This is an optimization exercise on Yosys and OpenROAD, whose aim is small area, not a production implementation.
No run shown here included a check of the RTL's function; only the layout flow was run.
No run shown here takes its clock network from TritonCTS; it comes from the design's own scripts or RTL.
No driver is modelled on the clock port, so clock power and skew are understated where the tree is cut down; a real chip needs a root buffer or a tree.
Power figures rest on the tool's default switching activity, not on a simulated workload.

`design/flow/flow/run.sh`:
```
#!/bin/bash
# The standard synthesis and layout (standard.sh), with these changes
# to how the layout is made:
#  - clock tree: three clkbuf_16, each at the centre of an equal share of
#    the flip-flops, driven by the clock port (flow/pre_cts.tcl replaces
#    clock_tree_synthesis)
#  - after CTS, combinational cells and buffers go down to the smallest
#    drive strength that leaves no slew, cap or timing violation
#    (flow/post_cts.tcl)
#  - port buffers are buf_1; repair aims at the library's own cap and slew
#    limits; core utilization 70%
# ORFS writes each step's full log under orfs/logs/; this script's own
# output goes to flow_run.log.
set -euo pipefail
export FLOW_CLK_BUF=sky130_fd_sc_hd__clkbuf_16
export FLOW_CLK_K=3
bash standard.sh \
  "PRE_CTS_TCL=$PWD/flow/pre_cts.tcl" "POST_CTS_TCL=$PWD/flow/post_cts.tcl" \
  "BUFFER_PORTS_ARGS=-buffer_cell sky130_fd_sc_hd__buf_1" \
  CAP_MARGIN=0 SLEW_MARGIN=0 CORE_UTILIZATION=70 \
  finish > flow_run.log 2>&1
```
`design/flow/flow/post_cts.tcl`:
```
# After CTS and its timing repair: move each combinational cell and buffer
# to the smallest cell of the same function (same name but for the drive
# strength) that leaves no max-slew or max-capacitance violation and keeps
# setup and hold slack above a margin. Flip-flops and clock buffers keep
# their cells.
proc my_violations { } {
  set bad 0
  if { [sta::max_slew_violation_count] > 0 } { set bad 1 }
  if { [sta::max_capacitance_violation_count] > 0 } { set bad 1 }
  if { [worst_slack -max] < 1.0 } { set bad 1 }
  if { [worst_slack -min] < 0.1 } { set bad 1 }
  return $bad
}

proc my_downsize { } {
  estimate_parasitics -placement
  if { [my_violations] } {
    puts "my_downsize: violations before downsizing; skipped"
    return
  }
  set saved 0.0
  set n 0
  foreach inst [get_cells *] {
    set name [get_full_name $inst]
    set ref [get_property $inst ref_name]
    if { [string match clkbuf_* $name] } { continue }
    if { ![regexp {^(sky130_fd_sc_hd__[a-z0-9]+)_([0-9]+)$} $ref -> base size] } { continue }
    if { [regexp {__(df|sdf|edf|sedf|dl|tap|fill|decap|conb|diode)} $ref] } { continue }
    set cur_area [get_property [get_lib_cells $ref] area]
    set cands {}
    foreach lc [get_lib_cells ${base}_*] {
      set lname [get_name $lc]
      if { ![regexp {^sky130_fd_sc_hd__[a-z0-9]+_[0-9]+$} $lname] } { continue }
      if { [get_property $lc dont_use] } { continue }
      set a [get_property $lc area]
      if { $a < $cur_area - 1e-6 } { lappend cands [list $a $lname] }
    }
    foreach cand [lsort -real -index 0 $cands] {
      lassign $cand a lname
      replace_cell $inst $lname
      if { [my_violations] } {
        replace_cell $inst $ref
      } else {
        puts "my_downsize: $name $ref -> $lname"
        set saved [expr { $saved + $cur_area - $a }]
        incr n
        break
      }
    }
  }
  puts "my_downsize: $n cells, [format %.2f $saved] um2 saved"
}
my_downsize

proc my_clk_pin_slew { buf } {
  set worst 0.0
  set net [get_nets -of_objects [get_pins [get_full_name $buf]/X]]
  foreach pin [get_pins -of_objects $net -filter "direction == input"] {
    foreach p {slew_max_rise slew_max_fall} {
      set s [sta::time_ui_sta [get_property $pin $p]]
      if { $s > $worst } { set worst $s }
    }
  }
  return $worst
}

proc my_downsize_clock { } {
  set limit [expr { $::env(FLOW_CLK_SLEW_PS) * 1e-12 }]
  estimate_parasitics -placement
  foreach buf [get_cells clkbuf_*] {
    set ref [get_property $buf ref_name]
    set s [my_clk_pin_slew $buf]
    puts "my_downsize_clock: [get_full_name $buf] $ref slew [format %.1f [expr { $s * 1e12 }]] ps"
    foreach cand {sky130_fd_sc_hd__clkbuf_4 sky130_fd_sc_hd__clkbuf_8} {
      if { [get_property [get_lib_cells $cand] area] >= [get_property [get_lib_cells $ref] area] } { continue }
      replace_cell $buf $cand
      set s2 [my_clk_pin_slew $buf]
      if { $s2 <= $limit && ![my_violations] } {
        puts "my_downsize_clock: [get_full_name $buf] $ref -> $cand slew [format %.1f [expr { $s2 * 1e12 }]] ps"
        break
      }
      replace_cell $buf $ref
    }
  }
}
if { [info exists ::env(FLOW_CLK_SLEW_PS)] } { my_downsize_clock }

# the cells changed in place; legalize again to be safe
detailed_placement
check_placement -verbose
```
`design/flow/flow/pre_cts.tcl`:
```
proc clock_tree_synthesis { args } {
  set block [ord::get_db_block]
  set net [$block findNet i_clk]
  set k $::env(FLOW_CLK_K)
  set pins {}
  set xs {}
  set ys {}
  foreach it [$net getITerms] {
    set b [[$it getInst] getBBox]
    lappend pins "[[$it getInst] getName]/[[$it getMTerm] getName]"
    lappend xs [expr { ([$b xMin] + [$b xMax]) / 2.0 }]
    lappend ys [expr { ([$b yMin] + [$b yMax]) / 2.0 }]
  }
  set n [llength $pins]
  # initial centres: sinks spread along the sorted x+y order
  set order [lsort -real -indices [lmap x $xs y $ys { expr { $x + 0.7 * $y } }]]
  set cx {}
  set cy {}
  for { set c 0 } { $c < $k } { incr c } {
    set i [lindex $order [expr { int(($c + 0.5) * $n / $k) }]]
    lappend cx [lindex $xs $i]
    lappend cy [lindex $ys $i]
  }
  # k-means with at most ceil(n/k) sinks per group: each round assigns
  # the sink-group pairs in order of distance, skipping full groups
  set cap [expr { ($n + $k - 1) / $k }]
  for { set iter 0 } { $iter < 30 } { incr iter } {
    set pairs {}
    set i 0
    foreach x $xs y $ys {
      for { set c 0 } { $c < $k } { incr c } {
        lappend pairs [list [expr { abs($x - [lindex $cx $c]) + abs($y - [lindex $cy $c]) }] $i $c]
      }
      incr i
    }
    set assign [lrepeat $n -1]
    set fill [lrepeat $k 0]
    foreach p [lsort -real -index 0 $pairs] {
      lassign $p d i c
      if { [lindex $assign $i] >= 0 || [lindex $fill $c] >= $cap } { continue }
      lset assign $i $c
      lset fill $c [expr { [lindex $fill $c] + 1 }]
    }
    set ncx {}
    set ncy {}
    for { set c 0 } { $c < $k } { incr c } {
      set sx 0.0
      set sy 0.0
      set m 0
      foreach a $assign x $xs y $ys {
        if { $a == $c } {
          set sx [expr { $sx + $x }]
          set sy [expr { $sy + $y }]
          incr m
        }
      }
      if { $m > 0 } {
        lappend ncx [expr { $sx / $m }]
        lappend ncy [expr { $sy / $m }]
      } else {
        lappend ncx [lindex $cx $c]
        lappend ncy [lindex $cy $c]
      }
    }
    set cx $ncx
    set cy $ncy
  }
  for { set c 0 } { $c < $k } { incr c } {
    set loads {}
    foreach a $assign p $pins {
      if { $a == $c } { lappend loads [get_pins $p] }
    }
    if { [llength $loads] == 0 } { continue }
    set x [ord::dbu_to_microns [expr { int([lindex $cx $c]) }]]
    set y [ord::dbu_to_microns [expr { int([lindex $cy $c]) }]]
    puts "clock buffer $c: [llength $loads] sinks at $x $y"
    insert_buffer -buffer_cell $::env(FLOW_CLK_BUF) -net i_clk -load_pins $loads \
      -location [list $x $y] -buffer_name clkbuf_$c -net_name clk_$c
  }
  set_propagated_clock [all_clocks]
}
```
`design/flow/standard.sh`:
```
#!/bin/bash
# synth_recipe.tcl (not shown) runs the flow's synth.tcl, then flattens the netlist and writes it again
# the make line also repeats each setting of config.mk as NAME=value (left out here)
make -C /OpenROAD-flow-scripts/flow DESIGN_CONFIG=/design/flow/config.mk WORK_HOME=/design/flow/orfs CLKGATE_MAP_FILE= SYNTH_SCRIPT=/design/flow/synth_recipe.tcl "${@:-finish}"
```
`design/flow/config.mk`:
```
export PLATFORM = sky130hd
export DESIGN_NAME = FSM_LightStand
export DESIGN_NICKNAME = FSM_LightStand
export VERILOG_FILES = /design/flow/design.v
export SDC_FILE = /design/flow/constraint.sdc
export NUM_CORES = 4
export LEC_CHECK = 0
export CAP_MARGIN = 20
export CORE_MARGIN = 2
export CORE_UTILIZATION = 40
export SLEW_MARGIN = 20
```
`design/flow/constraint.sdc`:
```
create_clock -name core_clock -period 10.0 [get_ports {i_clk}]
set_input_delay 2.0000 -clock core_clock [delete_from_list [all_inputs] [get_ports {i_clk}]]
set_output_delay 2.0000 -clock core_clock [all_outputs]
set_load 0.01 [all_outputs]
```
`design/flow/design.v`:
```
`timescale 1ns / 1ps
module ClockDivider(
    input i_clk,
    input i_reset,
    output o_wrap,
    output o_pre_last
    );
    localparam [13:0] C_RESET = 14'b10000101101001;
    localparam [13:0] C_9899  = 14'b11100001101001;
    localparam [13:0] C_LAST  = 14'b01010100101111;
    reg [13:0] r_lo;
    assign o_wrap     = &{~r_lo[13], r_lo[12], ~r_lo[11], r_lo[10], ~r_lo[7], ~r_lo[6], r_lo[5], ~r_lo[4], r_lo[3], r_lo[2], r_lo[1], r_lo[0]};
    assign o_pre_last = &{r_lo[13], r_lo[12], r_lo[11], ~r_lo[10], ~r_lo[9], ~r_lo[8], r_lo[5], ~r_lo[4], r_lo[3], ~r_lo[2], ~r_lo[1], r_lo[0]};
    wire w_fb = ~(r_lo[13] ^ r_lo[5] ^ r_lo[7] ^ r_lo[12]) ^ o_wrap;
    always @(posedge i_clk or posedge i_reset) begin
        if (i_reset) r_lo <= C_RESET;
        else         r_lo <= {r_lo[12:0], w_fb};
    end
endmodule
`timescale 1ns / 1ps
module Counter(
    input i_clk,
    input i_reset,
    input i_wrap,
    input i_pre_last,
    output [3:0] o_hi,
    output o_last
    );
    reg [3:0] r_hi;
    reg r_last;
    assign o_hi = r_hi;
    assign o_last = r_last;
    wire w_hi9 = r_hi[3] & r_hi[0];
    always @(posedge i_clk or posedge i_reset) begin
        if (i_reset) begin
            r_hi <= 4'd0;
            r_last <= 1'b0;
        end
        else begin
            if (i_wrap)
                r_hi <= w_hi9 ? 4'd0 : r_hi + 4'd1;
            if (i_wrap)
                r_last <= 1'b0;
            else if (i_pre_last & w_hi9)
                r_last <= 1'b1;
        end
    end
endmodule
`timescale 1ns / 1ps
module Comparator(
    input [3:0] i_hi,
    input i_last,
    output o_light_1, o_light_2, o_light_3, o_light_4
    );
    assign o_light_1 = (i_hi == 4'd0);
    assign o_light_2 = (i_hi < 4'd4);
    assign o_light_3 = (i_hi < 4'd7);
    assign o_light_4 = ~i_last;
endmodule
`timescale 1ns / 1ps
module ButtonController(
    input i_clk,
    input i_reset,
    input i_button,
    output o_release
    );
    localparam [19:0] S_0   = 20'b00000000110101100100;
    localparam [19:0] S_END = 20'b10000001011010110010;
    reg r_prevState;
    reg [19:0] r_lfsr;
    wire w_en   = i_button ^ r_prevState;
    wire w_term = &{r_lfsr[19], ~r_lfsr[18], ~r_lfsr[17], ~r_lfsr[16], ~r_lfsr[15], ~r_lfsr[14], ~r_lfsr[13], ~r_lfsr[11], r_lfsr[10], r_lfsr[9], ~r_lfsr[8], r_lfsr[7], ~r_lfsr[6], r_lfsr[5], r_lfsr[4], ~r_lfsr[3], ~r_lfsr[2], r_lfsr[1], ~r_lfsr[0]};
    wire w_fb   = ~(r_lfsr[19] ^ r_lfsr[2]);
    assign o_release = w_en & w_term & r_prevState;
    always @(posedge i_clk or posedge i_reset) begin
        if (i_reset) begin
            r_prevState <= 1'b0;
            r_lfsr <= S_0;
        end
        else if (w_en) begin
            r_lfsr <= {r_lfsr[18:13], r_lfsr[12] ^ w_term, r_lfsr[11:0], w_fb};
            if (w_term) r_prevState <= ~r_prevState;
        end
    end
endmodule
`timescale 1ns / 1ps
module FSM_Light(
    input i_clk,
    input i_reset,
    input [2:0] i_button,
    output [4:1] o_level
    );
    reg [4:1] r_level;
    assign o_level = r_level;
    always @(posedge i_clk or posedge i_reset) begin
        if (i_reset)
            r_level <= 4'b0000;
        else if (i_button[0])
            r_level <= {r_level[3:1], 1'b1};
        else if (i_button[1])
            r_level <= {1'b0, r_level[4:2]};
        else if (i_button[2])
            r_level <= 4'b0000;
    end
endmodule
`timescale 1ns / 1ps
module MUX(
    input i_clk,
    input i_reset,
    input [4:1] i_x,
    input [4:1] i_level,
    output o_y
    );
    reg r_y;
    assign o_y = r_y;
    always @(posedge i_clk or posedge i_reset) begin
        if (i_reset)
            r_y <= 1'b0;
        else
            r_y <= i_level[1] & (i_x[1] | (i_level[2] & (i_x[2] | (i_level[3] & (i_x[3] | (i_level[4] & i_x[4]))))));
    end
endmodule
`timescale 1ns / 1ps
module FSM_LightStand(
    input i_clk,
    input i_reset,
    input [2:0] i_button,
    output o_pwm_light
    );
    wire w_wrap, w_pre_last;
    ClockDivider clkdiv(
        .i_clk(i_clk),
        .i_reset(i_reset),
        .o_wrap(w_wrap),
        .o_pre_last(w_pre_last)
    );
    wire [3:0] w_hi;
    wire w_last;
    Counter count(
        .i_clk(i_clk),
        .i_reset(i_reset),
        .i_wrap(w_wrap),
        .i_pre_last(w_pre_last),
        .o_hi(w_hi),
        .o_last(w_last)
    );
    wire [4:1] w_light;
    Comparator comp(
        .i_hi(w_hi),
        .i_last(w_last),
        .o_light_1(w_light[1]),
        .o_light_2(w_light[2]),
        .o_light_3(w_light[3]),
        .o_light_4(w_light[4])
    );
    wire [2:0] w_release;
    ButtonController UpBTN(
        .i_clk(i_clk),
        .i_reset(i_reset),
        .i_button(i_button[0]),
        .o_release(w_release[0])
    );
    ButtonController DownBTN(
        .i_clk(i_clk),
        .i_reset(i_reset),
        .i_button(i_button[1]),
        .o_release(w_release[1])
    );
    ButtonController OffBTN(
        .i_clk(i_clk),
        .i_reset(i_reset),
        .i_button(i_button[2]),
        .o_release(w_release[2])
    );
    wire [4:1] w_level;
    FSM_Light fsm_led(
        .i_clk(i_clk),
        .i_reset(i_reset),
        .i_button(w_release),
        .o_level(w_level)
    );
    MUX pwmsel(
        .i_clk(i_clk),
        .i_reset(i_reset),
        .i_x(w_light),
        .i_level(w_level),
        .o_y(o_pwm_light)
    );
endmodule
```
==> metrics.cfg, run 1 <==
[cells_and_area]
fill_cells=299
final_nets=257
final_layout_size_suffix_gt1_share_pct=36.29
layout_commonest_cell=dfrtp_1
area_growth_pct=4.374
multi_input_area_um2=1257
final_cell_mix=dfrtp_1 (63), mux2_2 (60), dfstp_2 (24)
diodes=0
regArea_um2=2207
fin_area_um2=3672
fin_util_pct=76.73

[drt]
wl_met1_mm=2.365
via_count=1842
via_per_inst=5.848
wl_mm=5.334
met3_length_um=78
initialDrtViolationCount=123
drt_pass1_iterations=4
wl_met2_mm=2.800
top_layer=met4
antenna_left=0
drc=0
wl_per_cell_um=16.93

[timing]
fmax_ghz=0.2867
fin_crit_ns=3.488
setup_slack_ns=6.512
clock_skew_ns=0.01144
slew_headroom_pct=18.09
drv_slew=0
hold_viol=0
fin_crit_sh_pct=34.88
worst_pin_slew_ns=1.217
finalSetupTns_ns=0
rsz0062_at_grt=no
setup_viol=0
hold_slack_ns=0.3889

[setup_path]
startpoint_type=input pin
crit_end=fsm_led.r_level[2]$_DFFE_PP0P_
path_max_fanout=4
rrSetupSlack_ns=7.65
r2r_end=count.r_hi[2]$_DFFE_PP0P_
r2r-start=clkdiv.r_lo[13]$_DFF_PP1_
required_ns=10.06
reg2reg_depth=5
path_class=input pin to flip-flop
cp-end-kind=flip-flop
cp_data_arrival_time_ns=3.55
startpoint=i_button[2]

[power]
pwr_density_cell_nw_per_um2=245.8
combinationalPowerShare_pct=19.3
leakage_uw=0.001508
swShare_pct=25.85
clock_power_share_pct=15.3
ir_drop_mv=0.1500
seqPwrFrac_pct=65.4
p_sw_uw=233.3
p_int_uw=669.4

[global_routing]
grt_util_all_layers_pct=20.53
antenna_found_initial=0
first_global_vias=2016
grt_overflow=0
grt_max_degree=88
grt_pass1_wl_mm=9.073

[placement]
dpl_worst_slack_ns=6.383
dp_hpwl_mm=3.676
dpl-instance-area_um2=3630
port_buffers=5
gp_congestion=0.8530

[synth]
synth.area.top_cells=dfrtp_1 (45%), mux2_2 (19%), dfstp_2 (18%)
synthMuxAreaShare_pct=19.20
synth-compound-area-share_pct=2.809
synth_top_family_by_area=multiplexers
yosysWarnings=5
avgSynthCellArea_um2=14.42
synth_top_flop_cell=dfrtp_1
synth_seq_cells=87
yosys.cell_types.count=36
syn_inst=244
synth_area_leader_cell=dfrtp_1
synth_top_area_share_pct=44.81
synthXorXnorAreaFrac_pct=3.236
ys_seq_area_share_pct=62.73
netlist_area_um2=3518
synth_edf_count=0
synth_fp_nets=251
async_reset_ff_share_pct=100.0
synthAdderAreaFrac_pct=0.7112
synth_simple_gate_area_share_pct=10.14

[clock_network]
clk_pin_slew_ns=0.10
clk_latency_ns=0.17

[status]
status=finished clean

[floorplanning]
coreArea_um2=4786
die_w_um=74.90
io_pins=6
die_h_um=74.90
initial_core_util_pct=73.52
dieArea_um2=5609
num_rows=25

[run]
drv_cap=0

[worst_hold_path]
hp-class=flip-flop to flip-flop

## cells in the mapped netlist, drive strengths merged, types with 5 or more instances
library cell / instances
clkbuf: 6
dfrtp: 63
dfstp: 24
inv: 5
mux2: 60
nand2: 9
nand3: 5
nor2: 8
nor4: 5
o21ai: 8
xnor2: 7
xor2: 6
## power by group through the flow
| stage | logic [uW] | registers (uW) | clock network [uW] |
|---|---|---|---|
| global placement | 163 | 584 | 0 |
| global route | 192 | 612 | 155 |
| floorplan | 153 | 565 | 0 |
| finish | 174 | 590 | 138 |
| detailed placement | 176 | 599 | 0 |
## worst max-delay path: stages
cell	delay (ns)
buf_1	0.12
or4b_1	0.47
or3_1	0.41
a32o_1	0.29
mux2_2	0.26
## registers in the layout, indices dropped and copies added (netlist names)
| signal | count |
|---|---|
| fsm_led.r_level | 4 |
| pwmsel.r_y | 1 |
| DownBTN.r_prevState | 1 |
| clkdiv.r_lo | 14 |
| count.r_last | 1 |
| OffBTN.r_lfsr | 20 |
| count.r_hi | 4 |
| DownBTN.r_lfsr | 20 |
| UpBTN.r_prevState | 1 |
| UpBTN.r_lfsr | 20 |
| OffBTN.r_prevState | 1 |
## metrics by stage
stage,power [uW],instances
2_1_floorplan,717.7,244
3_3_place_gp,747.5,312
3_5_place_dp,775.4,312
5_1_grt,958.9,315
6_report,902.7,315
## final cells by class, clock buffers not listed
| class | instances | share of cell area (%) |
|---|---|---|
| Timing Repair Buffer | 7 | 0.8177 |
| Tap cell | 67 | 2.283 |
| Sequential cell | 87 | 60.10 |
| Multi-Input combinational cell | 146 | 34.24 |
| Inverter | 5 | 0.5111 |
## worst min-delay path by stage
stage / start / endpoint / cells after the start
after detailed placement: clkdiv.r_lo[9]$_DFF_PP0_ / clkdiv.r_lo[10]$_DFF_PP0_ / 0
final: clkdiv.r_lo[9]$_DFF_PP0_ / clkdiv.r_lo[10]$_DFF_PP0_ / 0
after global placement: clkdiv.r_lo[9]$_DFF_PP0_ / clkdiv.r_lo[10]$_DFF_PP0_ / 0
after global routing: clkdiv.r_lo[5]$_DFF_PP1_ / clkdiv.r_lo[6]$_DFF_PP1_ / 0
after floorplan: clkdiv.r_lo[9]$_DFF_PP0_ / clkdiv.r_lo[10]$_DFF_PP0_ / 0
## routing by layer
| metal | up-vias | global-route usage [%] |
|---|---|---|
| li1 | 883 | - |
| met1 | 935 | 26.84 |
| met2 | 13 | 38.21 |
| met3 | 11 | 1.473 |
| met4 | 0 | 3.571 |
| met5 | - | 0 |
## cells by family after synthesis
logic type / Yosys count
flops: 87
mux: 60
simple gates: 55
compound gates: 16
xor+xnor: 13
buf+inv: 11
fa+ha+maj: 2
==> run 2, diff against run 1 <==
--- a/design/flow/design.v
+++ b/design/flow/design.v
@@ -5,13 +5,13 @@
     output o_wrap,
     output o_pre_last
     );
-    localparam [13:0] C_RESET = 14'b10000101101001;
-    localparam [13:0] C_9899  = 14'b11100001101001;
-    localparam [13:0] C_LAST  = 14'b01010100101111;
+    localparam [13:0] C_RESET = 14'b00010111100010;
+    localparam [13:0] C_9899  = 14'b11100110000000;
+    localparam [13:0] C_LAST  = 14'b01111010010101;
     reg [13:0] r_lo;
-    assign o_wrap     = &{~r_lo[13], r_lo[12], ~r_lo[11], r_lo[10], ~r_lo[7], ~r_lo[6], r_lo[5], ~r_lo[4], r_lo[3], r_lo[2], r_lo[1], r_lo[0]};
-    assign o_pre_last = &{r_lo[13], r_lo[12], r_lo[11], ~r_lo[10], ~r_lo[9], ~r_lo[8], r_lo[5], ~r_lo[4], r_lo[3], ~r_lo[2], ~r_lo[1], r_lo[0]};
-    wire w_fb = ~(r_lo[13] ^ r_lo[5] ^ r_lo[7] ^ r_lo[12]) ^ o_wrap;
+    assign o_wrap     = &{~r_lo[13], r_lo[12], r_lo[11], r_lo[10], r_lo[9], r_lo[7], ~r_lo[6], ~r_lo[5], r_lo[4], ~r_lo[3], r_lo[2], r_lo[0]};
+    assign o_pre_last = &{r_lo[13], r_lo[11], ~r_lo[10], ~r_lo[9], r_lo[8], r_lo[7], ~r_lo[6], ~r_lo[5], ~r_lo[3], ~r_lo[2], ~r_lo[1]};
+    wire w_fb = ~(r_lo[13] ^ r_lo[0] ^ r_lo[5] ^ r_lo[7]) ^ o_wrap;
     always @(posedge i_clk or posedge i_reset) begin
         if (i_reset) r_lo <= C_RESET;
         else         r_lo <= {r_lo[12:0], w_fb};
==> metrics.cfg, run 2 <==
[status]
status=finished clean

[cells_and_area]
final_layout_size_suffix_gt1_share_pct=33.60
reg.largest.list=DownBTN.r_lfsr (20), OffBTN.r_lfsr (20), UpBTN.r_lfsr (20)
fin_util_pct=76.71
final_nets=259
regArea_um2=2207
multi_input_area_um2=1252
fin_area_um2=3671
diodes=0
final_cell_mix=dfrtp_1 (63), mux2_2 (52), dfstp_2 (24)
area_growth_pct=3.822
layout_commonest_cell=dfrtp_1
fill_cells=291

[synth]
syn_inst=246
synthAdderAreaFrac_pct=0.7077
async_reset_ff_share_pct=100.0
yosysMostFrequentCell=dfrtp_1
synth_seq_cells=87
synth_top_family_by_area=multiplexers
netlist_area_um2=3536
yosysWarnings=5
synth_edf_count=0
synthMuxAreaShare_pct=18.58
ys_seq_area_share_pct=62.42
synth_simple_gate_area_share_pct=10.79
synth_top_flop_cell=dfrtp_1
synth_commonest_cells=dfrtp_1 (63), mux2_2 (52), dfstp_2 (24), nand2_1 (12), nor2_1 (9)
synth_area_leader_cell=dfrtp_1
synth.area.top_cells=dfrtp_1 (45%), dfstp_2 (18%), mux2_2 (17%)
avgSynthCellArea_um2=14.37
synth_top_area_share_pct=44.59
synth-compound-area-share_pct=3.008
synth_fp_nets=253
yosys.cell_types.count=41
synthXorXnorAreaFrac_pct=3.220

[floorplanning]
num_rows=25
die_h_um=75.07
die_w_um=75.07
io_pins=6
initial_core_util_pct=73.88
coreArea_um2=4786
dieArea_um2=5636

[power]
swShare_pct=26.00
combinationalPowerShare_pct=19.2
seqPwrFrac_pct=65.5
p_sw_uw=234.7
p_int_uw=668.2
pwr_density_cell_nw_per_um2=246.0
ir_drop_mv=0.2239
clock_power_share_pct=15.3
leakage_uw=0.001492

[drt]
via_count=1872
via_per_inst=5.905
initialDrtViolationCount=112
antenna_left=0
drt_pass1_iterations=4
wl_mm=5.358
drc=0
wl_per_cell_um=16.90

[setup_path]
cp_data_arrival_time_ns=3.55
crit_chain=buf_1, xor2_1, buf_1, mux2_2
required_ns=10.06
path_max_fanout=22
startpoint_type=input pin
path_class=input pin to flip-flop
path_buf_inv=2
cp-end-kind=flip-flop
slowest_delay_ns=0.82
crit_slowest_cell=buf_1
cpLargestDelayFamily=buffers and inverters
worst_path_most_repeated_cell=buf_1

[placement]
gp_congestion=0.7849
dp_hpwl_mm=3.608
dpl-instance-area_um2=3647
dpl_worst_slack_ns=6.435
port_buffers=5

[global_routing]
grt_max_degree=88
first_global_vias=1999
antenna_found_initial=0
grt_util_all_layers_pct=20.02
grt_pass1_wl_mm=8.990
grt_overflow=0

[timing]
fmax_ghz=0.2861
fin_crit_sh_pct=34.96
worst_pin_slew_ns=1.125
finalSetupTns_ns=0
hold_viol=0
setup_viol=0
fin_crit_ns=3.496
clock_skew_ns=0.01242
drv_slew=0
rsz0062_at_grt=no
setup_slack_ns=6.504
slew_headroom_pct=24.64

[worst_hold_path]
hp-class=flip-flop to flip-flop

[clock_network]
clk_latency_ns=0.17
clk_pin_slew_ns=0.11

[run]
drv_cap=0

[run 2: worst paths after layout]
check | start | slack (ns) | to | cells past startpoint
worst max register to register | UpBTN.r_lfsr[5]$_DFFE_PP1N_ | 7.69 | fsm_led.r_level[2]$_DFFE_PP0P_ | 5
max in group asynchronous | i_reset | 7.23 | UpBTN.r_lfsr[14]$_DFFE_PP0N_ | 3
worst min-delay path | clkdiv.r_lo[6]$_DFF_PP1_ | 0.37 | clkdiv.r_lo[7]$_DFF_PP1_ | 0
worst min register to register | clkdiv.r_lo[6]$_DFF_PP1_ | 0.37 | clkdiv.r_lo[7]$_DFF_PP1_ | 0
min in group asynchronous | i_reset | 2.13 | fsm_led.r_level[4]$_DFFE_PP0P_ | 3
worst max-delay path | i_button[1] | 6.50 | DownBTN.r_lfsr[16]$_DFFE_PP0N_ | 4
[run 2: cells by family (layout without fill, tap and decap cells)]
| logic type | count (synthesis) | in the layout |
|---|---|---|
| flops | 87 | 87 |
| mux | 58 | 58 |
| simple gates | 56 | 56 |
| compound gates | 18 | 18 |
| xor+xnor | 13 | 13 |
| buf+inv | 12 | 16 |
| fa+ha+maj | 2 | 2 |
[run 2: metal layers]
layer / vias to the layer above / track usage (%) / part of all wire (%)
li1: 884 / - / -
met1: 953 / 27.68 / 46
met2: 26 / 35.96 / 50
met3: 9 / 1.606 / 2.4
met4: 0 / 2.579 / 1.3
met5: - / 0 / 0
[run 2: layout make-up, clock buffers not listed]
cell class | instances | share of cell area, %
flip-flops and latches | 87 | 60.12
multi-input cells | 147 | 34.12
well taps | 67 | 2.284
repair buffers | 7 | 0.8180
inverters | 6 | 0.6135
[run 2: power groups by stage]
stage | combinational (uW) | clock, uW | sequential (uW)
finish | 174 | 138 | 591
global route | 192 | 153 | 612
detailed placement | 179 | 0 | 602
global placement | 166 | 0 | 589
floorplan | 156 | 0 | 568
[run 2: worst reg2reg max path: cells and delay by family, from the launching register on]
| family | cells | cell delay, ns |
|---|---|---|
| AO/OA/AOI/OAI | 1 | 0.06 |
| AND/OR/NAND/NOR | 4 | 1.59 |
| flip-flops | 1 | 0.55 |
[run 2: per-stage QoR]
step | hold slack, ns | total power [uW] | std cells
3_5_place_dp | 0.3623 | 781.2 | 314
3_3_place_gp | 0.3589 | 755.6 | 314
5_1_grt | 0.3728 | 956.8 | 317
6_report | 0.3654 | 902.9 | 317
2_1_floorplan | 0.3480 | 723.2 | 246
==> run 3, diff against run 2 <==
--- a/design/flow/design.v
+++ b/design/flow/design.v
@@ -5,13 +5,13 @@
     output o_wrap,
     output o_pre_last
     );
-    localparam [13:0] C_RESET = 14'b00010111100010;
-    localparam [13:0] C_9899  = 14'b11100110000000;
-    localparam [13:0] C_LAST  = 14'b01111010010101;
+    localparam [13:0] C_RESET = 14'b10010100001001;
+    localparam [13:0] C_9899  = 14'b11010011110000;
+    localparam [13:0] C_LAST  = 14'b01101100101011;
     reg [13:0] r_lo;
-    assign o_wrap     = &{~r_lo[13], r_lo[12], r_lo[11], r_lo[10], r_lo[9], r_lo[7], ~r_lo[6], ~r_lo[5], r_lo[4], ~r_lo[3], r_lo[2], r_lo[0]};
-    assign o_pre_last = &{r_lo[13], r_lo[11], ~r_lo[10], ~r_lo[9], r_lo[8], r_lo[7], ~r_lo[6], ~r_lo[5], ~r_lo[3], ~r_lo[2], ~r_lo[1]};
-    wire w_fb = ~(r_lo[13] ^ r_lo[0] ^ r_lo[5] ^ r_lo[7]) ^ o_wrap;
+    assign o_wrap     = &{~r_lo[13], r_lo[12], r_lo[11], ~r_lo[10], r_lo[9], r_lo[8], ~r_lo[7], ~r_lo[6], r_lo[5], ~r_lo[4], r_lo[3], ~r_lo[2]};
+    assign o_pre_last = &{r_lo[13], r_lo[12], ~r_lo[11], r_lo[10], ~r_lo[9], ~r_lo[8], r_lo[7], r_lo[6], r_lo[5], r_lo[4], ~r_lo[3], ~r_lo[2]};
+    wire w_fb = ~(r_lo[13] ^ r_lo[2] ^ r_lo[7] ^ r_lo[12]) ^ o_wrap;
     always @(posedge i_clk or posedge i_reset) begin
         if (i_reset) r_lo <= C_RESET;
         else         r_lo <= {r_lo[12:0], w_fb};
@@ -23,39 +23,28 @@
     input i_reset,
     input i_wrap,
     input i_pre_last,
-    output [3:0] o_hi,
-    output o_last
+    output [3:0] o_hi
     );
     reg [3:0] r_hi;
-    reg r_last;
     assign o_hi = r_hi;
-    assign o_last = r_last;
-    wire w_hi9 = r_hi[3] & r_hi[0];
+    wire w_hi9  = r_hi[3] & r_hi[0];    
+    wire w_hi10 = r_hi[3] & r_hi[1];
     always @(posedge i_clk or posedge i_reset) begin
-        if (i_reset) begin
+        if (i_reset)
             r_hi <= 4'd0;
-            r_last <= 1'b0;
-        end
-        else begin
-            if (i_wrap)
-                r_hi <= w_hi9 ? 4'd0 : r_hi + 4'd1;
-            if (i_wrap)
-                r_last <= 1'b0;
-            else if (i_pre_last & w_hi9)
-                r_last <= 1'b1;
-        end
+        else if (w_hi9 ? i_pre_last : i_wrap)
+            r_hi <= w_hi10 ? 4'd0 : r_hi + 4'd1;
     end
 endmodule
 `timescale 1ns / 1ps
 module Comparator(
     input [3:0] i_hi,
-    input i_last,
     output o_light_1, o_light_2, o_light_3, o_light_4
     );
     assign o_light_1 = (i_hi == 4'd0);
     assign o_light_2 = (i_hi < 4'd4);
     assign o_light_3 = (i_hi < 4'd7);
-    assign o_light_4 = ~i_last;
+    assign o_light_4 = ~(i_hi[3] & i_hi[1]);
 endmodule
 `timescale 1ns / 1ps
 module ButtonController(
@@ -135,19 +124,16 @@
         .o_pre_last(w_pre_last)
     );
     wire [3:0] w_hi;
-    wire w_last;
     Counter count(
         .i_clk(i_clk),
         .i_reset(i_reset),
         .i_wrap(w_wrap),
         .i_pre_last(w_pre_last),
-        .o_hi(w_hi),
-        .o_last(w_last)
+        .o_hi(w_hi)
     );
     wire [4:1] w_light;
     Comparator comp(
         .i_hi(w_hi),
-        .i_last(w_last),
         .o_light_1(w_light[1]),
         .o_light_2(w_light[2]),
         .o_light_3(w_light[3]),
==> metrics.cfg, run 3 <==
[status]
status=finished clean

[synth]
synth_fp_nets=257
netlist_area_um2=3542
avgSynthCellArea_um2=14.17
synth_top_area_share_pct=44.51
yosysMostFrequentCell=dfrtp_1
synth_top_flop_cell=dfrtp_1
ys_seq_area_share_pct=61.57
synth_edf_count=0
async_reset_ff_share_pct=100.0
yosysWarnings=5
synth.area.top_cells=dfrtp_1 (45%), mux2_2 (18%), dfstp_2 (17%)
yosys.cell_types.count=43
synth_seq_cells=86
synth_area_leader_cell=dfrtp_1
synth_commonest_cells=dfrtp_1 (63), mux2_2 (56), dfstp_2 (23), nand2_1 (11), xor2_1 (8)
syn_inst=250

[setup_path]
cp_data_arrival_time_ns=3.56
crit_chain=buf_1, xor2_1, buf_1, mux2_2
cp-end-kind=flip-flop
slowest_delay_ns=0.82
crit_slowest_cell=buf_1
reg2reg_depth=5
startpoint_type=input pin
rrSetupSlack_ns=7.84
required_ns=10.06
path_max_fanout=22
worst_path_most_repeated_cell=buf_1
path_class=input pin to flip-flop

[timing]
setup_viol=0
drv_slew=0
fmax_ghz=0.2856
rsz0062_at_grt=no
clock_skew_ns=0.005437
fin_crit_ns=3.502
fin_crit_sh_pct=35.02
slew_headroom_pct=25.65
finalSetupTns_ns=0
worst_pin_slew_ns=1.110
hold_viol=0

[power]
ir_drop_mv=0.1840
leakage_uw=0.001493
pwr_density_cell_nw_per_um2=248.6
power.total_uw=911.3

[placement]
dp_hpwl_mm=3.660
port_buffers=5
dp_cells=318
gp_congestion=0.8034

[global_routing]
antenna_found_initial=0
first_global_vias=1951
grt_overflow=0
grt_pass1_wl_mm=8.894
grt_max_degree=87
grt_util_all_layers_pct=19.95

[floorplanning]
coreArea_um2=4786
dieArea_um2=5645
io_pins=6
die_h_um=75.14
initial_core_util_pct=74.01
die_w_um=75.14
num_rows=25

[cells_and_area]
area_growth_pct=3.497
final_cell_mix=dfrtp_1 (63), mux2_2 (56), dfstp_2 (23)
regArea_um2=2181
multi_input_area_um2=1274
final_layout_size_suffix_gt1_share_pct=34.25
diodes=0
fin_util_pct=76.60
final_nets=263
reg.largest.list=DownBTN.r_lfsr (20), OffBTN.r_lfsr (20), UpBTN.r_lfsr (20)
fill_cells=296
fin_cells=321
layout_commonest_cell=dfrtp_1

[worst_hold_path]
min_delay_path_depth=0
hp-class=flip-flop to flip-flop

[drt]
via_count=1890
drt_pass1_iterations=4
wl_per_cell_um=16.40
drc=0
antenna_left=0
via_per_inst=5.888
initialDrtViolationCount=112
wl_mm=5.266

[run]
drv_cap=0

[clock_network]
clk_latency_ns=0.16
clk_pin_slew_ns=0.10

run 3: cell count changes after synthesis, sizes merged, moves of 2 or more:
cell / previous run / this run
buf: 0 / 2
clkbuf: 6 / 4
nand2b: 0 / 4
nand4: 2 / 4
nor2: 9 / 6
nor4: 3 / 7
nor4b: 5 / 0
nor4bb: 2 / 0
or2: 0 / 3
or4bb: 0 / 2
xnor2: 7 / 4
xor2: 6 / 8
run 3: kinds of logic (layout without fill, tap and decap cells):
group	count (synthesis)	count (layout)	share of synthesized area [%]
multiplexers	58	58	18.61
flip-flops	86	86	61.57
AND/OR/NAND/NOR	59	59	11.13
buffers and inverters	12	16	1.342
XOR/XNOR	12	12	2.967
adder cells (fa/ha/maj)	2	2	0.7064
AO/OA/AOI/OAI	21	21	3.674
run 3: where the power goes:
part | total, uW | internal [uW] | switching [uW]
combinational | 183 | 118 | 64.8
sequential | 591 | 497 | 94.2
clock | 137 | 55.5 | 81.4
run 3: worst max-delay path, delay by kind of cell:
kind / cells / cell delay, ns
muxes: 1 / 0.43
xor gates and xnor gates: 1 / 0.17
buffers and inverters: 2 / 0.95
run 3: final timing paths:
check	startpoint	to
worst max-delay path	i_button[1]	DownBTN.r_lfsr[16]$_DFFE_PP0N_
min in group asynchronous	i_reset	OffBTN.r_lfsr[3]$_DFFE_PP0N_
max in group asynchronous	i_reset	UpBTN.r_prevState$_DFFE_PP0P_
worst min register to register	clkdiv.r_lo[1]$_DFF_PP0_	clkdiv.r_lo[2]$_DFF_PP0_
worst max register to register	DownBTN.r_lfsr[18]$_DFFE_PP0N_	fsm_led.r_level[2]$_DFFE_PP0P_
worst min-delay path	clkdiv.r_lo[1]$_DFF_PP0_	clkdiv.r_lo[2]$_DFF_PP0_
run 3: stage by stage:
stage / cell area, um^2 / setup slack (ns) / hold slack [ns]
finish: 3666 / 6.498 / 0.3601
global route: 3666 / 6.359 / 0.3775
detailed placement: 3650 / 6.452 / 0.3418
global placement: 3650 / 6.523 / 0.3449
floorplan: 3542 / 5.816 / 0.3312
run 3: routing by layer:
| metal | vias to the layer above | wire (um) | track usage [%] |
|---|---|---|---|
| li1 | 903 | - | - |
| met4 | 0 | 47 | 2.144 |
| met2 | 17 | 2731 | 36.35 |
| met1 | 966 | 2404 | 27.79 |
| met3 | 4 | 83 | 1.071 |
| met5 | - | 0 | 0 |
run 3: area by class of cell, clock buffers not listed:
cell class | count | share of cell area, %
Timing Repair Buffer | 7 | 0.8191
Multi-Input combinational cell | 152 | 34.74
Inverter | 6 | 0.6143
Sequential cell | 86 | 59.49
Tap cell | 67 | 2.287
==> run 4, diff against run 3 <==
--- a/design/flow/design.v
+++ b/design/flow/design.v
@@ -5,13 +5,13 @@
     output o_wrap,
     output o_pre_last
     );
-    localparam [13:0] C_RESET = 14'b10010100001001;
-    localparam [13:0] C_9899  = 14'b11010011110000;
-    localparam [13:0] C_LAST  = 14'b01101100101011;
+    localparam [13:0] C_RESET = 14'b00111010110010;
+    localparam [13:0] C_9899  = 14'b00101010001010;
+    localparam [13:0] C_LAST  = 14'b11100011001110;
     reg [13:0] r_lo;
-    assign o_wrap     = &{~r_lo[13], r_lo[12], r_lo[11], ~r_lo[10], r_lo[9], r_lo[8], ~r_lo[7], ~r_lo[6], r_lo[5], ~r_lo[4], r_lo[3], ~r_lo[2]};
-    assign o_pre_last = &{r_lo[13], r_lo[12], ~r_lo[11], r_lo[10], ~r_lo[9], ~r_lo[8], r_lo[7], r_lo[6], r_lo[5], r_lo[4], ~r_lo[3], ~r_lo[2]};
-    wire w_fb = ~(r_lo[13] ^ r_lo[2] ^ r_lo[7] ^ r_lo[12]) ^ o_wrap;
+    assign o_wrap     = &{r_lo[13], r_lo[12], r_lo[11], ~r_lo[10], r_lo[7], r_lo[6], ~r_lo[5], r_lo[3], r_lo[2], r_lo[1], ~r_lo[0]};
+    assign o_pre_last = &{~r_lo[12], r_lo[11], ~r_lo[10], r_lo[9], ~r_lo[8], r_lo[7], ~r_lo[6], ~r_lo[5], ~r_lo[4], r_lo[3], ~r_lo[2], ~r_lo[0]};
+    wire w_fb = ~(r_lo[13] ^ r_lo[1] ^ r_lo[3] ^ r_lo[12]) ^ o_wrap;
     always @(posedge i_clk or posedge i_reset) begin
         if (i_reset) r_lo <= C_RESET;
         else         r_lo <= {r_lo[12:0], w_fb};
==> metrics.cfg, run 4 <==
[drt]
drt_pass1_iterations=4
initialDrtViolationCount=101
wl_per_cell_um=16.44
wl_mm=5.228
drc=0
via_count=1883
antenna_left=0
via_per_inst=5.921

[setup_path]
required_ns=10.05
crit_chain=buf_1, xor2_1, buf_1, mux2_2
path_class=input pin to flip-flop
startpoint_type=input pin
cpLargestDelayFamily=buffers and inverters
slowest_delay_ns=0.80
crit_slowest_cell=buf_1
path_buf_inv=2
cp_data_arrival_time_ns=3.53
path_max_fanout=22
cp-end-kind=flip-flop
worst_path_most_repeated_cell=buf_1

[timing]
setup_viol=0
fin_crit_ns=3.484
rsz0062_at_grt=no
slew_headroom_pct=26.74
hold_viol=0
clock_skew_ns=0.005953
drv_slew=0
worst_pin_slew_ns=1.094
fin_crit_sh_pct=34.84
finalSetupTns_ns=0
fmax_ghz=0.2870
setup_slack_ns=6.516
hold_slack_ns=0.3776

[synth]
synth_seq_cells=86
synth_edf_count=0
ys_seq_area_share_pct=62.46
avgSynthCellArea_um2=14.15
synth_fp_nets=254
synth_area_leader_cell=dfrtp_1
syn_inst=247
yosysWarnings=5
yosysMostFrequentCell=dfrtp_1
netlist_area_um2=3496
synth_commonest_cells=dfrtp_1 (61), mux2_2 (59), dfstp_2 (25), nor2_1 (10), nand2_1 (9)
yosys.cell_types.count=35
synth.area.top_cells=dfrtp_1 (44%), mux2_2 (19%), dfstp_2 (19%)
async_reset_ff_share_pct=100.0
synth_top_flop_cell=dfrtp_1
synth_top_area_share_pct=43.66

[worst_hold_path]
hp-class=flip-flop to flip-flop

[cells_and_area]
fill_cells=275
reg.largest.list=DownBTN.r_lfsr (20), OffBTN.r_lfsr (20), UpBTN.r_lfsr (20)
area_growth_pct=4.581
layout_commonest_cell=dfrtp_1
final_nets=260
diodes=0
final_cell_mix=dfrtp_1 (61), mux2_2 (59), dfstp_2 (25)
final_layout_size_suffix_gt1_share_pct=35.86
fin_util_pct=76.89

[placement]
port_buffers=5
dp_hpwl_mm=3.706
dpl_worst_slack_ns=6.459
gp_congestion=0.7997

[floorplanning]
num_rows=25
dieArea_um2=5576
io_pins=6
die_h_um=74.67
initial_core_util_pct=73.53
die_w_um=74.67
coreArea_um2=4755

[global_routing]
grtUsageMet2_pct=36.09
antenna_found_initial=0
grt_util_all_layers_pct=20.05
grt_max_degree=66
grt_overflow=0
grt_pass1_wl_mm=8.845
top_usage_layer=met2
grt_util_met3_pct=0.9371
first_global_vias=1887
gr-usage-met1_pct=28.25

[power]
ir_drop_mv=0.1931
pwr_density_cell_nw_per_um2=246.1
leakage_uw=0.001488

[clock_network]
clk_latency_ns=0.16
clk_pin_slew_ns=0.10

[run]
drv_cap=0

[status]
status=finished clean

[run 4: cell types whose count changed after synthesis, moves of 3 or more]
cell / delta
clkbuf_1: +3
mux2_2: +3
nor2_1: +4
nor3_1: +3
nor4_1: -4
nor4b_1: +6
o21ai_1: -3
[run 4: kinds of logic (layout without fill, tap and decap cells)]
kind of cell | count (synthesis) | after routing | share of synthesized area, %
adders and majority gates | 2 | 2 | 0.7157
AOI/OAI and AO/OA | 18 | 18 | 3.185
DFF | 86 | 86 | 62.46
muxes | 60 | 60 | 19.29
buffers and inverters | 12 | 16 | 1.289
xor gates and xnor gates | 12 | 12 | 3.006
and+or+nand+nor | 57 | 57 | 10.06
[run 4: through the flow]
| stage | instance area [um^2] | total power (uW) | cells |
|---|---|---|---|
| 3_3_place_gp | 3602 | 747.9 | 315 |
| 5_1_grt | 3656 | 956.6 | 318 |
| 6_report | 3656 | 899.9 | 318 |
| 2_1_floorplan | 3496 | 717.2 | 247 |
| 3_5_place_dp | 3602 | 778.1 | 315 |
[run 4: worst reg2reg max path: stages (launching register included)]
cell and delay (ns):
dfrtp_1 0.41, nor4b_1 0.36, nand4_1 0.16, or4_1 0.58
a32o_1 0.28, mux2_2 0.26
[run 4: per-layer routing]
| layer | up-vias | wire length (um) |
|---|---|---|
| met4 | 0 | 71 |
| met3 | 8 | 92 |
| met2 | 26 | 2713 |
| met1 | 952 | 2351 |
| li1 | 897 | - |
| met5 | - | 0 |
[run 4: cell type report, clock buffers not listed]
| type | count | area (um^2) | share of cell area, % |
|---|---|---|---|
| Inverter | 5 | 18.77 | 0.5133 |
| Multi-Input combinational cell | 149 | 1261 | 34.50 |
| Sequential cell | 86 | 2183 | 59.72 |
| Tap cell | 67 | 83.83 | 2.293 |
| Timing Repair Buffer | 8 | 33.78 | 0.9240 |
[run 4: power breakdown]
part	switching, uW	internal, uW	leakage [uW]	total [uW]
clock network	78.0	55.3	0.0000370	133
logic	61.6	115	0.000444	177
registers	94.4	495	0.00101	590
[run 4: final timing paths]
kind	from	to	slack (ns)	cells past startpoint
max	i_button[1]	DownBTN.r_lfsr[7]$_DFFE_PP0N_	6.52	4
min	clkdiv.r_lo[4]$_DFF_PP1_	clkdiv.r_lo[5]$_DFF_PP1_	0.38	0
max reg2reg	OffBTN.r_lfsr[14]$_DFFE_PP0N_	fsm_led.r_level[2]$_DFFE_PP0P_	7.84	5
min reg2reg	clkdiv.r_lo[4]$_DFF_PP1_	clkdiv.r_lo[5]$_DFF_PP1_	0.38	0
max in group asynchronous	i_reset	DownBTN.r_lfsr[12]$_DFFE_PP0N_	7.07	3
min in group asynchronous	i_reset	OffBTN.r_prevState$_DFFE_PP0P_	1.81	2
==> run 5, diff against run 4 <==
--- a/design/flow/design.v
+++ b/design/flow/design.v
@@ -81,15 +81,18 @@
     );
     reg [4:1] r_level;
     assign o_level = r_level;
+    wire w_up   = i_button[0] & ~r_level[4];
+    wire w_down = i_button[1];
+    wire w_hold = ~(w_up | i_button[1] | i_button[2]);
     always @(posedge i_clk or posedge i_reset) begin
         if (i_reset)
             r_level <= 4'b0000;
-        else if (i_button[0])
-            r_level <= {r_level[3:1], 1'b1};
-        else if (i_button[1])
-            r_level <= {1'b0, r_level[4:2]};
-        else if (i_button[2])
-            r_level <= 4'b0000;
+        else begin
+            r_level[1] <= w_up | (w_down & r_level[2]) | (w_hold & r_level[1]);
+            r_level[2] <= (w_up & r_level[1]) | (w_down & r_level[3]) | (w_hold & r_level[2]);
+            r_level[3] <= (w_up & r_level[2]) | (w_down & r_level[4]) | (w_hold & r_level[3]);
+            r_level[4] <= (w_up & r_level[3]) | (w_hold & r_level[4]);
+        end
     end
 endmodule
 `timescale 1ns / 1ps
@@ -106,7 +109,7 @@
         if (i_reset)
             r_y <= 1'b0;
         else
-            r_y <= i_level[1] & (i_x[1] | (i_level[2] & (i_x[2] | (i_level[3] & (i_x[3] | (i_level[4] & i_x[4]))))));
+            r_y <= |(i_level & i_x);
     end
 endmodule
 `timescale 1ns / 1ps
--- a/design/flow/flow/run.sh
+++ b/design/flow/flow/run.sh
@@ -1,7 +1,7 @@
 #!/bin/bash
 # The standard synthesis and layout (standard.sh), with these changes
 # to how the layout is made:
-#  - clock tree: three clkbuf_16, each at the centre of an equal share of
+#  - clock tree: three buf_12, each at the centre of an equal share of
 #    the flip-flops, driven by the clock port (flow/pre_cts.tcl replaces
 #    clock_tree_synthesis)
 #  - after CTS, combinational cells and buffers go down to the smallest
@@ -12,7 +12,7 @@
 # ORFS writes each step's full log under orfs/logs/; this script's own
 # output goes to flow_run.log.
 set -euo pipefail
-export FLOW_CLK_BUF=sky130_fd_sc_hd__clkbuf_16
+export FLOW_CLK_BUF=sky130_fd_sc_hd__buf_12
 export FLOW_CLK_K=3
 bash standard.sh \
   "PRE_CTS_TCL=$PWD/flow/pre_cts.tcl" "POST_CTS_TCL=$PWD/flow/post_cts.tcl" \
==> metrics.cfg, run 5 <==
[status]
status=finished clean

[drt]
via_count=1882
drc=0
wl_met1_mm=2.535
wl_met2_mm=2.473
initialDrtViolationCount=97
top_layer=met4
met3_length_um=91
wl_mm=5.168
drt_pass1_iterations=4
via_per_inst=5.791
antenna_left=0
wl_per_cell_um=15.90

[worst_hold_path]
min_delay_path_depth=0
worstHoldStart=clkdiv.r_lo[10]$_DFF_PP1_
hp-class=flip-flop to flip-flop
min_to=clkdiv.r_lo[11]$_DFF_PP1_

[synth]
synth_area_leader_cell=dfrtp_1
yosys.cell_types.count=41
yosysMostFrequentCell=dfrtp_1
netlist_area_um2=3592
synth_top_flop_cell=dfrtp_1
synth_seq_cells=86
synth.area.top_cells=dfrtp_1 (42%), dfstp_2 (18%), mux2_2 (18%)
yosysWarnings=5
synth_commonest_cells=dfrtp_1 (61), mux2_2 (58), dfstp_2 (25), nand2_1 (10), nor2_1 (9)
synthXorXnorAreaFrac_pct=2.926
ys_seq_area_share_pct=60.78
async_reset_ff_share_pct=100.0
synth_top_family_by_area=multiplexers
synth_edf_count=0
synth-compound-area-share_pct=3.518
synth_top_area_share_pct=42.49
syn_inst=251
avgSynthCellArea_um2=14.31
synth_fp_nets=258
synth_simple_gate_area_share_pct=12.64
synthMuxAreaShare_pct=18.18
synthAdderAreaFrac_pct=0.6966

[setup_path]
path_buf_inv=2
cp-end-kind=flip-flop
cpLargestDelayFamily=buffers and inverters
required_ns=10.03
path_max_fanout=22
reg2reg_depth=4
worst_path_most_repeated_cell=buf_1
rrSetupSlack_ns=7.97
slowest_delay_ns=0.78
crit_slowest_cell=buf_1
crit_chain=buf_1, xor2_1, buf_1, mux2_2
startpoint_type=input pin
path_class=input pin to flip-flop
r2r_end=OffBTN.r_prevState$_DFFE_PP0P_
r2r-start=OffBTN.r_lfsr[10]$_DFFE_PP1N_
cp_data_arrival_time_ns=3.48

[floorplanning]
die_h_um=75.64
num_rows=26
io_pins=6
die_w_um=75.64
dieArea_um2=5721
coreArea_um2=5042
initial_core_util_pct=71.24

[global_routing]
grt_overflow=0
grt_util_all_layers_pct=19.42
antenna_found_initial=0
grt_pass1_wl_mm=8.825
grt_max_degree=87
first_global_vias=1914

[placement]
dp_hpwl_mm=3.481
port_buffers=5
gp_congestion=0.7499

[power]
combinationalPowerShare_pct=18.9
ir_drop_mv=0.1662
seqPwrFrac_pct=66.4
p_int_uw=657.4
leakage_uw=0.001492
clock_power_share_pct=14.7
swShare_pct=26.93
p_sw_uw=242.3
pwr_density_cell_nw_per_um2=243.5
power.total_uw=899.8

[timing]
clock_skew_ns=0.01208
worst_pin_slew_ns=1.105
rsz0062_at_grt=no
hold_slack_ns=0.3734
hold_viol=0
setup_viol=0
drv_slew=0
slew_headroom_pct=25.95
fin_crit_ns=3.457
fmax_ghz=0.2893
fin_crit_sh_pct=34.57
finalSetupTns_ns=0

[cells_and_area]
layout_commonest_cell=dfrtp_1
fill_cells=354
diodes=0
fin_util_pct=73.28
final_layout_size_suffix_gt1_share_pct=35.29
area_growth_pct=2.856
reg.largest.list=DownBTN.r_lfsr (20), OffBTN.r_lfsr (20), UpBTN.r_lfsr (20)
final_cell_mix=dfrtp_1 (61), mux2_2 (58), dfstp_2 (25)
final_nets=264

[run]
drv_cap=0

[clock_network]
clk_latency_ns=0.14
clk_pin_slew_ns=0.11

run 5: worst max-delay path by stage:
stage | startpoint | end | slack (ns) | cells past startpoint
2_1_floorplan | i_reset | DownBTN.r_lfsr[0]$_DFFE_PP0N_ | 5.82 | 1
3_3_place_gp | i_button[2] | OffBTN.r_lfsr[4]$_DFFE_PP0N_ | 6.44 | 3
3_5_place_dp | i_button[2] | OffBTN.r_lfsr[9]$_DFFE_PP0N_ | 6.42 | 3
5_1_grt | i_button[1] | DownBTN.r_lfsr[14]$_DFFE_PP0N_ | 6.42 | 4
6_report | i_button[1] | DownBTN.r_lfsr[18]$_DFFE_PP0N_ | 6.54 | 4
run 5: through the flow:
stage               instances  setup slack [ns]  cell area (um^2)
finish                    325             6.543              3695
global route              325             6.419              3695
detailed placement        322             6.421              3700
global placement          322             6.436              3700
floorplan                 251             5.820              3592
run 5: worst reg2reg max path, stage by stage (launching register included):
cell and delay [ns]:
dfstp_2 0.56, nor4b_1 0.29, nand4b_1 0.19, nor4_1 0.49, mux2_2 0.39
run 5: power groups by stage:
stage	Clock, uW	Sequential [uW]	Combinational [uW]
after floorplan	0	573	156
after detailed placement	0	609	176
final	132	597	170
after global placement	0	603	166
after global routing	148	619	187
run 5: layout make-up, clock buffers not listed:
| type | instances | area [um^2] | area share (%) |
|---|---|---|---|
| Sequential cell | 86 | 2183 | 59.09 |
| Tap cell | 70 | 87.58 | 2.370 |
| Multi-Input combinational cell | 155 | 1319 | 35.69 |
| Timing Repair Buffer | 7 | 30.03 | 0.8127 |
| Inverter | 4 | 15.01 | 0.4064 |
run 5: per-layer routing:
| metal | track usage [%] | vias up |
|---|---|---|
| met5 | 0 | - |
| met4 | 2.534 | 0 |
| met3 | 1.058 | 5 |
| met2 | 33.53 | 12 |
| met1 | 28.47 | 943 |
| li1 | - | 922 |
run 5: kinds of logic (layout without fill, tap and decap cells):
family	count (synthesis)	after routing
adder cells (fa/ha/maj)	2	2
AO/OA/AOI/OAI	17	17
buffers and inverters	10	14
multiplexers	58	58
AND/OR/NAND/NOR	66	66
flip-flops	86	86
XOR/XNOR	12	12
==> run 6, diff against run 5 <==
--- a/design/flow/design.v
+++ b/design/flow/design.v
@@ -5,13 +5,13 @@
     output o_wrap,
     output o_pre_last
     );
-    localparam [13:0] C_RESET = 14'b00111010110010;
-    localparam [13:0] C_9899  = 14'b00101010001010;
-    localparam [13:0] C_LAST  = 14'b11100011001110;
+    localparam [13:0] C_RESET = 14'b10010010110000;
+    localparam [13:0] C_9899  = 14'b10100001011011;
+    localparam [13:0] C_LAST  = 14'b01111111111101;
     reg [13:0] r_lo;
-    assign o_wrap     = &{r_lo[13], r_lo[12], r_lo[11], ~r_lo[10], r_lo[7], r_lo[6], ~r_lo[5], r_lo[3], r_lo[2], r_lo[1], ~r_lo[0]};
-    assign o_pre_last = &{~r_lo[12], r_lo[11], ~r_lo[10], r_lo[9], ~r_lo[8], r_lo[7], ~r_lo[6], ~r_lo[5], ~r_lo[4], r_lo[3], ~r_lo[2], ~r_lo[0]};
-    wire w_fb = ~(r_lo[13] ^ r_lo[1] ^ r_lo[3] ^ r_lo[12]) ^ o_wrap;
+    assign o_wrap     = &{~r_lo[13], r_lo[12], r_lo[11], r_lo[10], r_lo[9], r_lo[8], r_lo[7], r_lo[6], r_lo[5], r_lo[3], r_lo[2], r_lo[0]};
+    assign o_pre_last = &{r_lo[13], ~r_lo[12], r_lo[11], ~r_lo[10], ~r_lo[8], ~r_lo[7], r_lo[6], ~r_lo[5], r_lo[4], r_lo[3], ~r_lo[2], r_lo[0]};
+    wire w_fb = ~(r_lo[13] ^ r_lo[4] ^ r_lo[10] ^ r_lo[11]) ^ o_wrap;
     always @(posedge i_clk or posedge i_reset) begin
         if (i_reset) r_lo <= C_RESET;
         else         r_lo <= {r_lo[12:0], w_fb};
@@ -81,9 +81,9 @@
     );
     reg [4:1] r_level;
     assign o_level = r_level;
-    wire w_up   = i_button[0] & ~r_level[4];
+    wire w_up   = i_button[0];
     wire w_down = i_button[1];
-    wire w_hold = ~(w_up | i_button[1] | i_button[2]);
+    wire w_hold = ~(i_button[0] | i_button[1] | i_button[2]);
     always @(posedge i_clk or posedge i_reset) begin
         if (i_reset)
             r_level <= 4'b0000;
==> metrics.cfg, run 6 <==
[timing]
finalSetupTns_ns=0
hold_viol=0
clock_skew_ns=0.007014
fin_crit_sh_pct=36.65
rsz0062_at_grt=no
fin_crit_ns=3.665
setup_viol=0
drv_slew=0
fmax_ghz=0.2729
worst_pin_slew_ns=1.101
slew_headroom_pct=26.25

[synth]
synth_top_area_share_pct=44.82
yosys.cell_types.count=41
netlist_area_um2=3517
synth_edf_count=0
synth_commonest_cells=dfrtp_1 (63), mux2_2 (57), dfstp_2 (23), nand2_1 (15), xnor2_1 (7)
synth_seq_cells=86
avgSynthCellArea_um2=14.41
synth_fp_nets=251
synth_top_flop_cell=dfrtp_1
yosysWarnings=5
async_reset_ff_share_pct=100.0
synth.area.top_cells=dfrtp_1 (45%), mux2_2 (18%), dfstp_2 (17%)
syn_inst=244
synth_area_leader_cell=dfrtp_1
yosysMostFrequentCell=dfrtp_1
ys_seq_area_share_pct=62.01

[setup_path]
slowest_delay_ns=0.62
required_ns=10.03
r2r-start=DownBTN.r_lfsr[10]$_DFFE_PP1N_
startpoint_type=input pin
cp-end-kind=flip-flop
cp_data_arrival_time_ns=3.69
crit_chain=buf_1, xor2_1, buf_1, mux2_2
path_class=input pin to flip-flop
crit_slowest_cell=buf_1
worst_path_most_repeated_cell=buf_1
reg2reg_depth=5
rrSetupSlack_ns=7.61
path_max_fanout=15
r2r_end=fsm_led.r_level[1]$_DFF_PP0_

[worst_hold_path]
worstHoldStart=clkdiv.r_lo[1]$_DFF_PP0_
hp-class=flip-flop to flip-flop
min_to=clkdiv.r_lo[2]$_DFF_PP0_
min_delay_path_depth=0

[drt]
wl_mm=5.193
antenna_left=0
via_per_inst=5.924
wl_per_cell_um=16.49
drt_pass1_iterations=4
drc=0
initialDrtViolationCount=71
via_count=1866

[floorplanning]
initial_core_util_pct=73.49
dieArea_um2=5608
die_h_um=74.89
num_rows=25
io_pins=6
coreArea_um2=4786
die_w_um=74.89

[cells_and_area]
final_nets=257
fin_area_um2=3627
final_cell_mix=dfrtp_1 (63), mux2_2 (57), dfstp_2 (23)
final_layout_size_suffix_gt1_share_pct=34.68
reg.largest.list=DownBTN.r_lfsr (20), OffBTN.r_lfsr (20), UpBTN.r_lfsr (20)
area_growth_pct=3.131
diodes=0
fill_cells=313
layout_commonest_cell=dfrtp_1

[global_routing]
first_global_vias=1895
grt_max_degree=87
grt_overflow=0
grt_pass1_wl_mm=8.659
antenna_found_initial=0
grt_util_all_layers_pct=19.29

[run]
drv_cap=0

[placement]
gp_congestion=0.7935
port_buffers=5
dp_hpwl_mm=3.635
dpl-instance-area_um2=3618

[clock_network]
clk_pin_slew_ns=0.10
clk_latency_ns=0.14

[power]
leakage_uw=0.001514
ir_drop_mv=0.1670
pwr_density_cell_nw_per_um2=245.2

[status]
status=finished clean

run 6: cell count changes in the layout (fill, tap and decap cells not counted), sizes merged, moves of 3 or more:
cell,change
nand2,+5
nand3,-5
nor3b,-3
nor2,-4
nor4b,-4
run 6: kinds of logic after synthesis:
family	Yosys count	synth area share (%)
adders and majority gates	2	0.7114
buffers and inverters	10	1.210
muxes	58	18.53
DFF	86	62.01
and+or+nand+nor	55	10.35
AOI/OAI and AO/OA	20	3.949
xor gates and xnor gates	13	3.237
run 6: worst max-delay path: cells and delay by family:
family                    cells  cell delay, ns
xor gates and xnor gates      1            0.52
muxes                         1            0.42
buffers and inverters         2            0.75
run 6: area by class of cell, clock buffers not listed:
class                      count  area (um^2)  share of cell area [%]
inverter                       3        11.26                  0.3105
tap                           67        83.83                   2.311
sequential                    86         2181                   60.12
timing repair buffer           8        33.78                  0.9314
multi-input combinational    148         1257                   34.67
run 6: per-layer routing:
metal / GRT usage, % / vias to the layer above / wire [um]
met5: 0 / - / 0
met4: 4.167 / 0 / 75
met3: 1.473 / 7 / 93
met2: 31.87 / 19 / 2564
met1: 28.56 / 953 / 2460
li1: - / 887 / -
run 6: worst max-delay path by stage:
stage                start  depth (start not counted)  slack (ns)                        endpoint
2_1_floorplan      i_reset                          1        5.82   DownBTN.r_lfsr[0]$_DFFE_PP0N_
3_5_place_dp   i_button[1]                          4        6.45  DownBTN.r_lfsr[17]$_DFFE_PP0N_
5_1_grt        i_button[1]                          4        6.14   DownBTN.r_lfsr[7]$_DFFE_PP0N_
3_3_place_gp   i_button[1]                          4        6.55   DownBTN.r_lfsr[9]$_DFFE_PP0N_
6_report       i_button[1]                          4        6.34  DownBTN.r_lfsr[18]$_DFFE_PP0N_
run 6: report_power, final:
group          switching (uW)  internal [uW]
combinational            59.6            112
clock                    79.2           49.0
sequential               94.2            495
total                     233            656
run 6: stage by stage:
step / cells / util [%] / hold WS [ns] / total power (uW) / setup WS, ns
global route: 315 / 75.79 / 0.3842 / 939.5 / 6.138
detailed placement: 312 / 75.61 / 0.3434 / 774.5 / 6.451
global placement: 312 / 75.61 / 0.3445 / 748.6 / 6.550
floorplan: 244 / - / 0.3312 / 716.3 / 5.816
finish: 315 / 75.79 / 0.3761 / 889.5 / 6.335

## separate check: timing with driven ports
Ports are ideal in the flow. The routed layouts listed here were re-timed in OpenROAD.
Step 1: set_driving_cell puts a clkbuf_16 on i_clk and a buf_2 on each other input, an assumption about the parent block.
Step 2 adds t to the input delays and takes it off the output delays; t is the mean of the earliest and latest rising clock arrival at the registers after step 1. Input paths then give back, and output paths get back, about the clock's delay inside the block.
Three values: ideal ports, drivers, drivers and shift; two values: the first two.
run | t (ns) | slack for setup (ns) | clock arrival spread, ns | worst slew at a driven data input, ns
run 1 | 0.221 | 6.512 / 6.548 / 6.327 | 0.012 / 0.012 | 0.03
run 2 | 0.221 | 6.504 / 6.533 / 6.312 | 0.012 / 0.012 | 0.03
run 3 | 0.222 | 6.498 / 6.536 / 6.314 | 0.007 / 0.007 | 0.03
run 4 | 0.218 | 6.516 / 6.538 / 6.319 | 0.008 / 0.007 | 0.04
run 5 | 0.205 | 6.543 / 6.588 / 6.383 | 0.015 / 0.016 | 0.03
run 6 | 0.197 | 6.335 / 6.370 / 6.173 | 0.007 / 0.007 | 0.04
After both steps every run listed still meets setup and hold. For run 4, which loses most, drivers alone change the setup slack by +0.022 ns; drivers and shift together by -0.197 ns.
